This design comes from an exercise in tuning for small area on the open sky130 flow, not from production work.
No functional check of the RTL was part of any run shown here.
Power and IR drop assume default switching activity.

### flow/config.mk
export PLATFORM = sky130hd
export DESIGN_NAME = spi_trx
export DESIGN_NICKNAME = spi_trx
export VERILOG_FILES = /design/flow/design.v
export SDC_FILE = /design/flow/constraint.sdc
export NUM_CORES = 4
export LEC_CHECK = 0
export CAP_MARGIN = 20
export CORE_MARGIN = 2
export CORE_UTILIZATION = 40
export SLEW_MARGIN = 20
### flow/constraint.sdc
create_clock -name core_clock -period 5.0 [get_ports {clk}]
set_input_delay 1.0000 -clock core_clock [delete_from_list [all_inputs] [get_ports {clk}]]
set_output_delay 1.0000 -clock core_clock [all_outputs]
set_load 0.01 [all_outputs]
### flow/design.v
module serial_crc_new (
    input  wire        clk,
    input  wire        rst_n,
    input  wire        din,
    input  wire        valid,
    input  wire        init,
    input  wire        w8,
    input  wire        w16,
    input  wire [31:0] poly,
    output reg  [31:0] crc
);
wire top = w8 ? crc[7] : w16 ? crc[15] : crc[31];
wire fb  = top ^ din;
wire [31:0] nx;
assign nx[0]    = din ^ (poly[0] & top);
assign nx[31:1] = crc[30:0] ^ (poly[31:1] & {31{fb}});
wire [31:0] mask = {{16{~w8 & ~w16}}, {8{~w8}}, 8'hff};
always @(posedge clk or negedge rst_n) begin
    if (!rst_n)
        crc <= 32'hffff_ffff;
    else if (init)
        crc <= 32'hffff_ffff;
    else if (valid)
        crc <= nx & mask;
end
endmodule
module spi_trx (
    input  wire        clk,
    input  wire        rst_n,
    input  wire [1:0]  df,
    input  wire [12:0] spi_tnum_max,
    input  wire        lsbf,
    input  wire        crc_en,
    input  wire        rxonly,
    input  wire [31:0] crc_poly,
    input  wire [31:0] spi_tx_data,
    output wire [31:0] tx_crc_data_out,
    output wire        tx_start,
    output reg         tx_num_max_en,
    output reg         tx_crc_en,
    output wire        shift_out,
    input  wire        shift_in,
    output wire [31:0] rx_crc_data_out,
    output reg  [31:0] spi_rx_data,
    output reg         rx_num_max_en,
    output reg         rx_crc_en,
    output wire        rx_busy
);
wire w8  = (df == 2'b00);
wire w16 = (df == 2'b01);
wire w32 = df[1];
reg  [4:0] cnt;
wire       cnt0 = (cnt == 5'd0);
wire       last = (&cnt[2:0]) & (w8 | (cnt[3] & (w16 | cnt[4])));
wire [4:0] cnt_inc = cnt + 1'b1;
wire [4:0] cnt_nx = {cnt_inc[4] & w32, cnt_inc[3] & ~w8, cnt_inc[2:0]};
always @(posedge clk or negedge rst_n) begin
    if (!rst_n)
        cnt <= 5'd0;
    else
        cnt <= cnt_nx;
end
assign rx_busy  = ~cnt0;
assign tx_start = ~rxonly & (cnt == 5'd2);
wire tcnt0 = cnt0 | rxonly;
reg  [12:0] ncnt;
wire        nclr = ~rxonly & ~crc_en;
wire [12:0] ncnt_pre = nclr ? 13'h0 :
                       (cnt0 & ~rx_num_max_en) ? (ncnt + 1'b1) : ncnt;
always @(posedge clk or negedge rst_n) begin
    if (!rst_n)
        ncnt <= 13'h0;
    else
        ncnt <= ncnt_pre;
end
wire max0 = (spi_tnum_max == 13'h0);
wire rx_max_pre = (ncnt_pre >= spi_tnum_max);
wire tx_max_pre = rxonly ? max0 : rx_max_pre;
wire rx_crc_pre = crc_en & ((rx_num_max_en & cnt0) | rx_crc_en);
wire tx_crc_pre = crc_en & ((tx_num_max_en & tcnt0) | tx_crc_en);
always @(posedge clk or negedge rst_n) begin
    if (!rst_n) begin
        rx_num_max_en <= 1'b0;
        tx_num_max_en <= 1'b0;
        rx_crc_en     <= 1'b0;
        tx_crc_en     <= 1'b0;
    end
    else begin
        rx_num_max_en <= rx_max_pre;
        tx_num_max_en <= tx_max_pre;
        rx_crc_en     <= rx_crc_pre;
        tx_crc_en     <= tx_crc_pre;
    end
end
wire [31:0] tsr;
wire [31:0] tsrc = (crc_en & tx_num_max_en) ? tx_crc_data_out : spi_tx_data;
wire [31:0] tsr_pre = rxonly ? 32'h0 :
                      cnt0   ? tsrc :
                      lsbf   ? {1'b0, tsr[31:1]} : {tsr[30:0], 1'b0};
reg        ts0, ts7, ts15, ts31;
reg [5:0]  ts1_6;
reg [6:0]  ts8_14;
reg [14:0] ts16_30;
assign tsr = {ts31, ts16_30, ts15, ts8_14, ts7, ts1_6, ts0};
always @(posedge clk or negedge rst_n) begin
    if (!rst_n) begin
        ts0  <= 1'b0;
        ts7  <= 1'b0;
        ts15 <= 1'b0;
        ts31 <= 1'b0;
    end
    else begin
        ts0  <= tsr_pre[0];
        ts7  <= tsr_pre[7];
        ts15 <= tsr_pre[15];
        ts31 <= tsr_pre[31];
    end
end
always @(posedge clk) begin
    ts1_6   <= tsr_pre[6:1];
    ts8_14  <= tsr_pre[14:8];
    ts16_30 <= tsr_pre[30:16];
end
assign shift_out = lsbf ? tsr[0] : w8 ? tsr[7] : w16 ? tsr[15] : tsr[31];
wire   tx_bit    = lsbf ? tsr_pre[0] : w8 ? tsr_pre[7] : w16 ? tsr_pre[15] : tsr_pre[31];
serial_crc_new u_tx_crc (
    .clk  (clk),
    .rst_n(rst_n),
    .din  (tx_bit),
    .valid(crc_en & ~tx_crc_pre),
    .init (~crc_en),
    .w8   (w8),
    .w16  (w16),
    .poly (crc_poly),
    .crc  (tx_crc_data_out)
);
reg  [31:1] rsr;
wire [31:0] din = {shift_in, rsr[31:1]};
always @(posedge clk)
    rsr <= din[31:1];
wire [31:0] rdata;
genvar g;
generate
    for (g = 0; g < 32; g = g + 1) begin : rsort
        if (g < 8)
            assign rdata[g] = lsbf ? (w8 ? din[g + 24] : w16 ? din[g + 16] : din[g]) : din[31 - g];
        else if (g < 16)
            assign rdata[g] = ~w8 & (lsbf ? (w16 ? din[g + 16] : din[g]) : din[31 - g]);
        else
            assign rdata[g] = w32 & (lsbf ? din[g] : din[31 - g]);
    end
endgenerate
always @(posedge clk or negedge rst_n) begin
    if (!rst_n)
        spi_rx_data <= 32'h0;
    else if (last)
        spi_rx_data <= rdata;
end
serial_crc_new u_rx_crc (
    .clk  (clk),
    .rst_n(rst_n),
    .din  (shift_in),
    .valid(crc_en & ~rx_crc_pre),
    .init (~crc_en),
    .w8   (w8),
    .w16  (w16),
    .poly (crc_poly),
    .crc  (rx_crc_data_out)
);
endmodule
### flow/run.sh
#!/bin/bash
# synth_recipe.tcl (not shown) runs the flow's synth.tcl, then flattens the netlist and writes it again
# the make line also repeats each setting of config.mk as NAME=value (left out here)
make -C /OpenROAD-flow-scripts/flow DESIGN_CONFIG=/design/flow/config.mk WORK_HOME=/design/flow/orfs CLKGATE_MAP_FILE= SYNTH_SCRIPT=/design/flow/synth_recipe.tcl finish
==> impl_metrics.tcl, run 1 <==
set metrics [dict create \
    status "finished clean" \
    synth.avg_cell_area_um2 9.15 \
    path_delay_family "multiplexers" \
    ios 188 \
    regArea_mm2 0.00431 \
    total_leakage_power_nw 4.97 \
    clk_pin_slew_ns 0.08 \
    core_area_mm2 0.0235 \
    cts_repair_resize_count 0 \
    grt_start_max_net_pins 78 \
    synth.area.top_cells "dfstp_2 (18%), dfrtp_1 (15%), dfxtp_1 (12%)" \
    worstReg2RegEnd "tx_num_max_en" \
    required_ns 5.34 \
    rsz0062_at_grt "no" \
    worstSetupPathType "input port to register" \
    synth_cells 1043 \
    initial_utilization_pct 40.7 \
    cts.path.max_buffers 2 \
    p_per_area_mw_per_mm2 333 \
    area_growth_pct 28.7 \
    hpwl_mm 19.6 \
    slew_headroom_pct 33.4 \
    dieArea_mm2 0.0251 \
    ys_ff_latch 181 \
    worst_path_max_delay_cell "clkdlybuf4s50_1" \
    grt_pass1_wl_mm 44.5 \
    final_common_cell "clkdlybuf4s50_1" \
    drive_gt1_share_pct 11.5 \
    die_w_um 158 \
    worstPathArrival_ns 4.24 \
    cts_num_sinks 181 \
    fillerInstances 2182 \
    die_h_um 158 \
    wirelength_mm 28.0 \
    holdBufCountCts 0 \
    yosysUniqueCellTypes 56 \
    grt_use_total_pct 22.7 \
    cap_violations 0 \
    yosysTopAreaCell "dfstp_2" \
    nNetsFinal 1294 \
    drt-vias-per-instance 5.48 \
    hold_class "register to register" \
    io_buffers 187 \
    layout_common_cells "clkdlybuf4s50_1 (185), nand2_1 (152), dfstp_2 (64)" \
    reg2reg_from "cnt[0]" \
    critPathMaxFanout 16 \
    ys_seq_area_share_pct 45.2 \
    vias 8355 \
    cts_root_buf "clkbuf_16" \
    clk_latency_ns 0.43 \
    grt_pass1_vias 8126 \
    start_kind "input port" \
    ys.flop_type "dfstp_2" \
    drt_iter0_drc 606 \
    drv_slew 0 \
    period_needed_ns 3.90 \
    cp_num_buf_inv 1 \
    syn_area_mm2 0.00954 \
    multiInputGateArea_mm2 0.00478 \
    min_from "rsr[6]" \
    r2r_cells 16 \
    period_share_pct 78.0 \
    whs_ns 0.368 \
    crit_chain "clkdlybuf4s50_1 -> nand2_1 -> mux2_2 -> a41o_1 -> nor3b_2 -> mux2i_2 -> o221ai_1 -> a311oi_1" \
    row_count 56 \
    cts_htree_levels 4 \
    antenna_found_initial 3 \
    hold_end "rsr[5]" \
    yosys.area.top_type_share_pct 17.6 \
    syn_nets 1146 \
    wl_per_cell_um 18.4 \
    cp-startpoint "crc_en" \
    irDropWorstVdd_mv 0.209 \
    dr.pass1.iters 5 \
    crit_path_end_kind "register" \
    worst_clock_skew_ns 0.0154 \
    min_path_cells 0 \
    setup_tns_ns 0 \
    setup-violations-final 0 \
    slowest_delay_ns 0.78 \
    ys.warnings.count 2 \
    cts_inserted_buffers 17 \
    remaining_drc_errors 0 \
    fmax_ghz 0.257 \
    gp_congestion 0.823 \
    post_cts_buffers 0 \
    synth-edff-count 0 \
    r2r_setup_slack_ns 1.27 \
    synthArstFlopShare_pct 67.4 \
    tritoncts "built" \
    overflow 0 \
    ant_nets 0 \
    max_slew.worst_pin.slew_ns 0.996 \
    finalHoldViolCount 0 \
]
-- logic make-up after synthesis --
kind of cell,share of synthesized area [%]
AO/OA/AOI/OAI,22.1
XOR/XNOR,3.76
adder cells (fa/ha/maj),2.36
buffers and inverters,4.90
flip-flops,45.2
multiplexers,4.60
AND/OR/NAND/NOR,17.1
-- how the worst max path moves through the flow --
stage | cells past startpoint | endpoint | slack, ns
floorplan | 5 | shift_out | 1.51
global placement | 12 | tx_num_max_en | 0.80
global route | 8 | u_tx_crc.crc[2] | 0.72
finish | 8 | u_tx_crc.crc[3] | 1.10
detailed placement | 12 | tx_num_max_en | 0.73
CTS | 5 | shift_out | 1.15
-- cells in the mapped netlist (all sizes together), types with 11 or more instances --
| library cell | instances |
|---|---|
| a211oi | 31 |
| ha | 18 |
| and3 | 14 |
| xor2 | 15 |
| buf | 17 |
| a311oi | 35 |
| xnor2 | 26 |
| dfxtp | 59 |
| nor2b | 33 |
| o211ai | 25 |
| mux2i | 40 |
| inv | 42 |
| nand3 | 37 |
| nor2 | 52 |
| o31ai | 25 |
| o221ai | 15 |
| a21oi | 23 |
| clkbuf | 60 |
| o21ai | 72 |
| dfrtp | 58 |
| nand2 | 153 |
| nand2b | 11 |
| a221o | 24 |
| a31oi | 23 |
| dfstp | 64 |
-- stage by stage --
step	instances	setup slack [ns]	utilization (%)	power [mW]	cell area (um2)
floorplan	1043	1.51	-	2.26	9540
global placement	1490	0.801	49.7	2.72	11700
detailed placement	1491	0.733	49.7	2.73	11700
CTS	1523	1.15	52.3	4.12	12300
global route	1524	0.720	52.3	4.29	12300
finish	1525	1.10	52.3	4.09	12300
-- registers in the layout (all words and copies together) (netlist names) --
| name | flops |
|---|---|
| ts15 | 1 |
| ts1_6 | 6 |
| rsr | 31 |
| tx_crc_en | 1 |
| tx_num_max_en | 1 |
| ts16_30 | 15 |
| ts0 | 1 |
| cnt | 5 |
| rx_crc_en | 1 |
| ncnt | 13 |
| ts8_14 | 7 |
| rx_num_max_en | 1 |
| ts7 | 1 |
| ts31 | 1 |
| u_rx_crc.crc | 32 |
| spi_rx_data | 32 |
| u_tx_crc.crc | 32 |
-- report_power, final --
part	total (mW)	internal, mW	switching, mW
sequential	1.83	1.66	0.173
combinational	0.873	0.449	0.424
clock	1.38	0.771	0.608
total	4.09	2.88	1.21
-- cell type report --
| type | instances | share of cell area, % |
|---|---|---|
| flip-flops and latches | 181 | 35.1 |
| inverters | 43 | 1.31 |
| clock inverters | 11 | 0.897 |
| clock buffers | 21 | 4.02 |
| multi-input cells | 742 | 39.0 |
| diodes | 2 | 0.0408 |
| well taps | 319 | 3.25 |
| repair buffers | 206 | 16.4 |
-- layer usage --
| layer | global-route usage (%) | part of all wire, % |
|---|---|---|
| met1 | 32.2 | 47 |
| met2 | 34.9 | 46 |
| met3 | 5.17 | 5.8 |
| met4 | 6.22 | 1.4 |
| met5 | 0 | 0.057 |
-- worst register-to-register path: stages, from the launching register on --
cell       delay (ns)
dfrtp_1          0.41
inv_1            0.10
ha_1             0.16
nor4b_4          0.22
inv_2            0.17
nor2_1           0.34
and4_1           0.37
and3_1           0.30
nand3_1          0.11
xor2_1           0.15
nor2_1           0.16
ha_1             0.27
nor2b_1          0.13
o21ai_0          0.16
o2111ai_1        0.14
a41o_1           0.29
o2bb2ai_1        0.12
==> inputs of run 2 (changes only) <==
==> flow/flow/run.sh (new file) <==
#!/bin/bash
bash standard.sh > standard.log 2>&1
==> flow/standard.sh (new file) <==
#!/bin/bash
# synth_recipe.tcl (not shown) runs the flow's synth.tcl, then flattens the netlist and writes it again
# the make line also repeats each setting of config.mk as NAME=value (left out here)
make -C /OpenROAD-flow-scripts/flow DESIGN_CONFIG=/design/flow/config.mk WORK_HOME=/design/flow/orfs CLKGATE_MAP_FILE= SYNTH_SCRIPT=/design/flow/synth_recipe.tcl "${@:-finish}"
removed: flow/run.sh
==> run 2 against run 1 <==
  * Non-clock buffer count stayed put
  * Still clean on timing, DRC and antenna
  * Largest power group unchanged
  * Clock power about the same
  * Sequential share of layout area unchanged
==> impl_metrics.tcl, run 2 <==
set metrics [dict create \
    core_area_mm2 0.0235 \
    yosysTopAreaCell "dfstp_2" \
    ys_ff_latch 181 \
    grt_pass1_vias 8126 \
    multiInputGateArea_mm2 0.00478 \
    initial_utilization_pct 40.7 \
    required_ns 5.34 \
    ios 188 \
    ant_nets 0 \
    grt_use_total_pct 22.7 \
    grt_pass1_wl_mm 44.5 \
    row_count 56 \
    yosysUniqueCellTypes 56 \
    reg2reg_from "cnt[0]" \
    reg_top3 "spi_rx_data: 32 flops, u_rx_crc.crc: 32 flops, u_tx_crc.crc: 32 flops" \
    antenna_found_initial 3 \
    period_needed_ns 3.90 \
    vias 8355 \
    hold_class "register to register" \
    crit_path_end_kind "register" \
    syn_area_mm2 0.00954 \
    cts.path.max_buffers 2 \
    endpoint "u_tx_crc.crc[3]" \
    dieArea_mm2 0.0251 \
    synthArstFlopShare_pct 67.4 \
    clk_pin_slew_ns 0.08 \
    ys_seq_area_share_pct 45.2 \
    drt_iter0_drc 606 \
    period_share_pct 78.0 \
    drv_slew 0 \
    ys.warnings.count 2 \
    cts_htree_levels 4 \
    yosys.area.top_type_share_pct 17.6 \
    cap_violations 0 \
    r2r_cells 16 \
    tritoncts "built" \
    synth_cells 1043 \
    remaining_drc_errors 0 \
    final_common_cell "clkdlybuf4s50_1" \
    holdBufCountCts 0 \
    nNetsFinal 1294 \
    syn_nets 1146 \
    cts_inserted_buffers 17 \
    drive_gt1_share_pct 11.5 \
    start_kind "input port" \
    overflow 0 \
    drt-vias-per-instance 5.48 \
    cp-startpoint "crc_en" \
    worstReg2RegEnd "tx_num_max_en" \
    p_per_area_mw_per_mm2 333 \
    wl_per_cell_um 18.4 \
    worst_clock_skew_ns 0.0154 \
    post_cts_buffers 0 \
    setup-violations-final 0 \
    max_slew.worst_pin.slew_ns 0.996 \
    io_buffers 187 \
    worstSetupPathType "input port to register" \
    finalHoldViolCount 0 \
    dr.pass1.iters 5 \
    synth.most_common_cell "nand2_1" \
    gp_congestion 0.823 \
    cts_repair_resize_count 0 \
    die_h_um 158 \
    cts_num_sinks 181 \
    synth-edff-count 0 \
    layout_common_cells "clkdlybuf4s50_1 (185), nand2_1 (152), dfstp_2 (64)" \
    finalPower_mw 4.09 \
    rsz0062_at_grt "no" \
    r2r_setup_slack_ns 1.27 \
    fillerInstances 2182 \
    setup_tns_ns 0 \
    wirelength_mm 28.0 \
    total_leakage_power_nw 4.97 \
    slew_headroom_pct 33.4 \
    clk_latency_ns 0.43 \
    synth.avg_cell_area_um2 9.15 \
    worstPathArrival_ns 4.24 \
    area_growth_pct 28.7 \
    synth_common_cells "nand2_1 (153), dfstp_2 (64), clkbuf_1 (60)" \
    hpwl_mm 19.6 \
    critPathMaxFanout 16 \
    fmax_ghz 0.257 \
    regArea_mm2 0.00431 \
    cts_root_buf "clkbuf_16" \
    die_w_um 158 \
    irDropWorstVdd_mv 0.209 \
    status "finished clean" \
    ys.flop_type "dfstp_2" \
    grt_start_max_net_pins 78 \
    synth.area.top_cells "dfstp_2 (18%), dfrtp_1 (15%), dfxtp_1 (12%)" \
]
[run 2: cell counts after synthesis]
Identical to the previous run, type by type.
[run 2: logic make-up after synthesis]
kind of cell,after synthesis,synth area share [%]
buf+inv,120,4.90
flops,181,45.2
xor+xnor,41,3.76
mux,42,4.60
simple gates,343,17.1
fa+ha+maj,18,2.36
compound gates,298,22.1
[run 2: worst min-delay path by stage]
stage	to	depth (start not counted)	from	slack (ns)
final	rsr[5]	0	rsr[6]	0.37
after global routing	rsr[10]	0	rsr[11]	0.38
after CTS	rsr[5]	0	rsr[6]	0.37
after detailed placement	rsr[3]	0	rsr[4]	0.36
after global placement	rsr[13]	0	rsr[14]	0.36
after floorplan	rsr[1]	0	rsr[2]	0.35
[run 2: critical path, stage by stage]
cell and delay [ns]:
clkdlybuf4s50_1 0.78, nand2_1 0.38, mux2_2 0.40, a41o_1 0.30, nor3b_2 0.36, mux2i_2 0.56, o221ai_1 0.18, a311oi_1 0.27
[run 2: power breakdown]
part           switching (mW)  internal [mW]  leakage [nW]
registers               0.173           1.66          1.93
clock network           0.608          0.771         0.298
logic                   0.424          0.449          2.74
[run 2: stage by stage]
stage               std cells  utilization (%)  setup WS [ns]  cell area [um2]  hold slack (ns)
CTS                      1523             52.3           1.15            12300            0.373
global route             1524             52.3          0.720            12300            0.378
finish                   1525             52.3           1.10            12300            0.368
detailed placement       1491             49.7          0.733            11700            0.360
floorplan                1043                -           1.51             9540            0.350
global placement         1490             49.7          0.801            11700            0.356
[run 2: layer usage]
layer	global-route usage [%]	wire (um)
met1	32.2	13200
met4	6.22	402
met5	0	16
met3	5.17	1620
met2	34.9	12800
[run 2: final cells by class]
cell class              instances  area share [%]
flip-flops and latches        181            35.1
inverters                      43            1.31
repair buffers                206            16.4
multi-input cells             742            39.0
diodes                          2          0.0408
well taps                     319            3.25
clock inverters                11           0.897
clock buffers                  21            4.02
==> inputs of run 3 (changes only) <==
==> flow/flow/run.sh (replaced) <==
#!/bin/bash
# Standard ORFS flow with three layout choices changed:
#  - ABC maps the logic with an area-oriented script (flow/abc_area.script);
#    flip-flops are mapped before ABC runs, so the registers are the standard
#    synthesis's;
#  - ports are buffered with the smallest buffer, sky130_fd_sc_hd__buf_1;
#  - the clock tree uses small clock buffers and no dummy loads.
set -euo pipefail
W=$PWD
rm -rf "$W/scripts_area"
cp -r "$FLOW_HOME/scripts" "$W/scripts_area"
cp "$W/flow/abc_area.script" "$W/scripts_area/abc_area.script"
ARGS=(
  "SCRIPTS_DIR=$W/scripts_area"
  "ABC_AREA=1"
  "BUFFER_PORTS_ARGS=-buffer_cell sky130_fd_sc_hd__buf_1"
  "CTS_ARGS=-sink_clustering_enable -repair_clock_nets -buf_list {sky130_fd_sc_hd__clkbuf_4 sky130_fd_sc_hd__clkbuf_8} -dont_use_dummy_load"
)
bash standard.sh "${ARGS[@]}" synth > "$W/synth.log" 2>&1
bash standard.sh "${ARGS[@]}" finish > "$W/layout.log" 2>&1
==> flow/flow/abc_area.script (new file) <==
strash
dch
amap
strash
dch
amap
==> run 3 against run 2 <==
  * Still clean
  * Worst hold slack lost 0.0080 ns
  * Via count shrank 6.6%
  * Cell count shrank 11%
  * Routed wire length shrank 6.5%
  * Synthesized area shrank 14%
  * Design area shrank 20%
  * Non-clock buffer count grew 6
  * Register-to-register slack lost 0.52 ns
  * Critical endpoint is now u_tx_crc.crc[27]
  * Largest power group unchanged
==> impl_metrics.tcl, run 3 <==
set metrics [dict create \
    cp_num_buf_inv 3 \
    regArea_mm2 0.00431 \
    crit_chain "clkinv_1 -> ha_1 -> nand4_1 -> clkinv_1 -> or2_0 -> o22ai_1 -> a22o_1 -> o32ai_1 -> nand2_1 -> o21ai_4 -> buf_4 -> o311ai_0 -> a32oi_1" \
    fmax_ghz 0.235 \
    reg_top3 "spi_rx_data: 32 flops, u_rx_crc.crc: 32 flops, u_tx_crc.crc: 32 flops" \
    grt_pass1_wl_mm 41.5 \
    holdBufCountCts 0 \
    synth.area.top_cells "dfstp_2 (20%), dfrtp_1 (18%), dfxtp_1 (14%)" \
    slowest_delay_ns 0.72 \
    cts_root_buf "clkbuf_8" \
    row_count 52 \
    synthArstFlopShare_pct 67.4 \
    crit_path_frequent_cell "clkinv_1" \
    io_buffers 187 \
    required_ns 5.34 \
    worst_clock_skew_ns 0.0312 \
    clk_latency_ns 0.46 \
    critPathMaxFanout 29 \
    irDropWorstVdd_mv 0.175 \
    p_per_area_mw_per_mm2 310 \
    core_area_mm2 0.0202 \
    finalHoldViolCount 0 \
    synth.avg_cell_area_um2 9.56 \
    die_h_um 148 \
    yosys.area.top_type_share_pct 20.4 \
    gp_congestion 0.839 \
    hold_end "rsr[6]" \
    multiInputGateArea_mm2 0.00355 \
    finalNonFillerCells 1363 \
    ys_ff_latch 181 \
    path_delay_family "compound AO/OA/AOI/OAI gates" \
    synth-edff-count 0 \
    cts.path.max_buffers 2 \
    cts_htree_levels 4 \
    final_common_cell "buf_1" \
    tritoncts "built" \
    cts_inserted_buffers 17 \
    worstReg2RegEnd "u_tx_crc.crc[27]" \
    grt_start_max_net_pins 69 \
    dp.cells 1345 \
    total_leakage_power_nw 3.60 \
    hpwl_mm 19.0 \
    worst_path_max_delay_cell "or2_0" \
    syn_nets 966 \
    dr.pass1.iters 5 \
    crit_path_end_kind "register" \
    slew_headroom_pct 39.1 \
    drv_slew 0 \
    worstSetupPathType "register to register" \
    status "finished clean" \
    start_kind "register" \
    rsz0062_at_grt "no" \
    reg2reg_from "cnt[0]" \
    cts_num_sinks 181 \
    synth.most_common_cell "clkinv_1" \
    worstPathArrival_ns 4.59 \
    synth_common_cells "clkinv_1 (109), nor2_1 (105), dfstp_2 (64)" \
    ios 188 \
    wirelength_mm 26.2 \
    nNetsFinal 1197 \
    min_from "rsr[7]" \
    grt_use_total_pct 24.2 \
    drive_gt1_share_pct 10.5 \
    ys_seq_area_share_pct 52.3 \
    fillerInstances 2025 \
    area_growth_pct 18.3 \
    r2r_setup_slack_ns 0.75 \
    wl_per_cell_um 19.2 \
    vias 7807 \
    cap_violations 0 \
    grt_pass1_vias 7630 \
    cts_repair_resize_count 0 \
    yosysTopAreaCell "dfstp_2" \
    final_area_mm2 0.00976 \
    synth_cells 863 \
    period_share_pct 84.9 \
    initial_utilization_pct 40.8 \
    clk_pin_slew_ns 0.10 \
    ant_nets 0 \
    overflow 0 \
    ys.flop_type "dfstp_2" \
    drt_iter0_drc 477 \
    drt-vias-per-instance 5.73 \
    yosysUniqueCellTypes 38 \
    setup_tns_ns 0 \
    antenna_found_initial 1 \
    max_slew.worst_pin.slew_ns 0.908 \
    post_cts_buffers 0 \
    r2r_cells 13 \
    setup-violations-final 0 \
    hold_class "register to register" \
    period_needed_ns 4.25 \
    place_area_mm2 0.00952 \
    ys.warnings.count 2 \
    die_w_um 148 \
    min_path_cells 0 \
    layout_common_cells "buf_1 (183), clkinv_1 (108), nor2_1 (105)" \
    syn_area_mm2 0.00825 \
    dieArea_mm2 0.0218 \
    remaining_drc_errors 0 \
]
-- run 3: worst max-delay path by stage --
stage,start,to,cells past startpoint
floorplan,crc_en,u_tx_crc.crc[13],12
global placement,rxonly,tx_num_max_en,16
CTS,cnt[0],u_tx_crc.crc[27],13
finish,cnt[0],u_tx_crc.crc[27],13
global route,cnt[0],u_tx_crc.crc[2],14
detailed placement,rxonly,u_tx_crc.crc[27],10
-- run 3: final cells by class --
type	instances	area share, %
sequential	181	44.2
multi-input combinational	573	36.4
inverter	109	4.19
timing repair buffer	212	9.32
clock buffer	17	2.40
tap	270	3.46
antenna	1	0.0256
-- run 3: worst register-to-register path: cells and delay by family, from the launching register on --
kind / cells / cell delay, ns
buf+inv: 3 / 0.74
flops: 1 / 0.40
fa+ha+maj: 1 / 0.15
simple gates: 3 / 1.23
compound gates: 6 / 1.63
-- run 3: power by group --
group / leakage [nW] / internal (mW) / total [mW] / switching [mW]
combinational: 1.54 / 0.196 / 0.542 / 0.346
clock: 0.122 / 0.302 / 0.768 / 0.466
sequential: 1.93 / 1.61 / 1.71 / 0.0996
total: 3.60 / 2.11 / 3.02 / 0.912
-- run 3: per-stage QoR --
stage / setup slack [ns] / util [%] / hold slack [ns] / power (mW)
2_1_floorplan: 0.469 / - / 0.350 / 2.02
3_3_place_gp: 0.694 / 47.1 / 0.365 / 2.28
3_5_place_dp: 0.673 / 47.1 / 0.362 / 2.28
4_1_cts: 0.772 / 48.2 / 0.359 / 3.04
5_1_grt: 0.383 / 48.2 / 0.366 / 3.18
6_report: 0.753 / 48.2 / 0.360 / 3.02
-- run 3: routing by layer --
metal  share of wire (%)  GRT usage (%)
met5                   0              0
met3                 6.5           5.12
met4                 2.7           8.89
met1                  45           32.9
met2                  46           38.1
-- run 3: cell families after synthesis --
family | after synthesis | share of synthesized area [%]
xor gates and xnor gates | 1 | 0.106
buffers and inverters | 109 | 4.96
DFF | 181 | 52.3
adders and majority gates | 18 | 2.73
AOI/OAI and AO/OA | 355 | 29.9
and+or+nand+nor | 199 | 10.0

re-timing with driven ports:
No port has a modelled driver above. Below, the same layouts with a new extraction and two added sets of constraints. Step 1 sets driving cells, clkbuf_16 on the clock port and buf_2 on the other inputs (assumed; they add their load-dependent delay and slew). Step 2 also shifts input and output timing later by t, the mid clock arrival at the registers, as if the neighbouring blocks saw the same clock. a / b / c = ideal ports / drivers / drivers and shift; a / b = the first two.
run	t (ns)	setup slack, ns	worst hold slack (ns)
run 1	0.473	1.102 / 1.097 / 0.650	0.368 / 0.368 / 0.368
run 2	0.473	1.102 / 1.097 / 0.650	0.368 / 0.368 / 0.368
run 3	0.486	0.753 / 0.753 / 0.633	0.360 / 0.360 / 0.360
After both steps setup and hold are still met in every run listed.
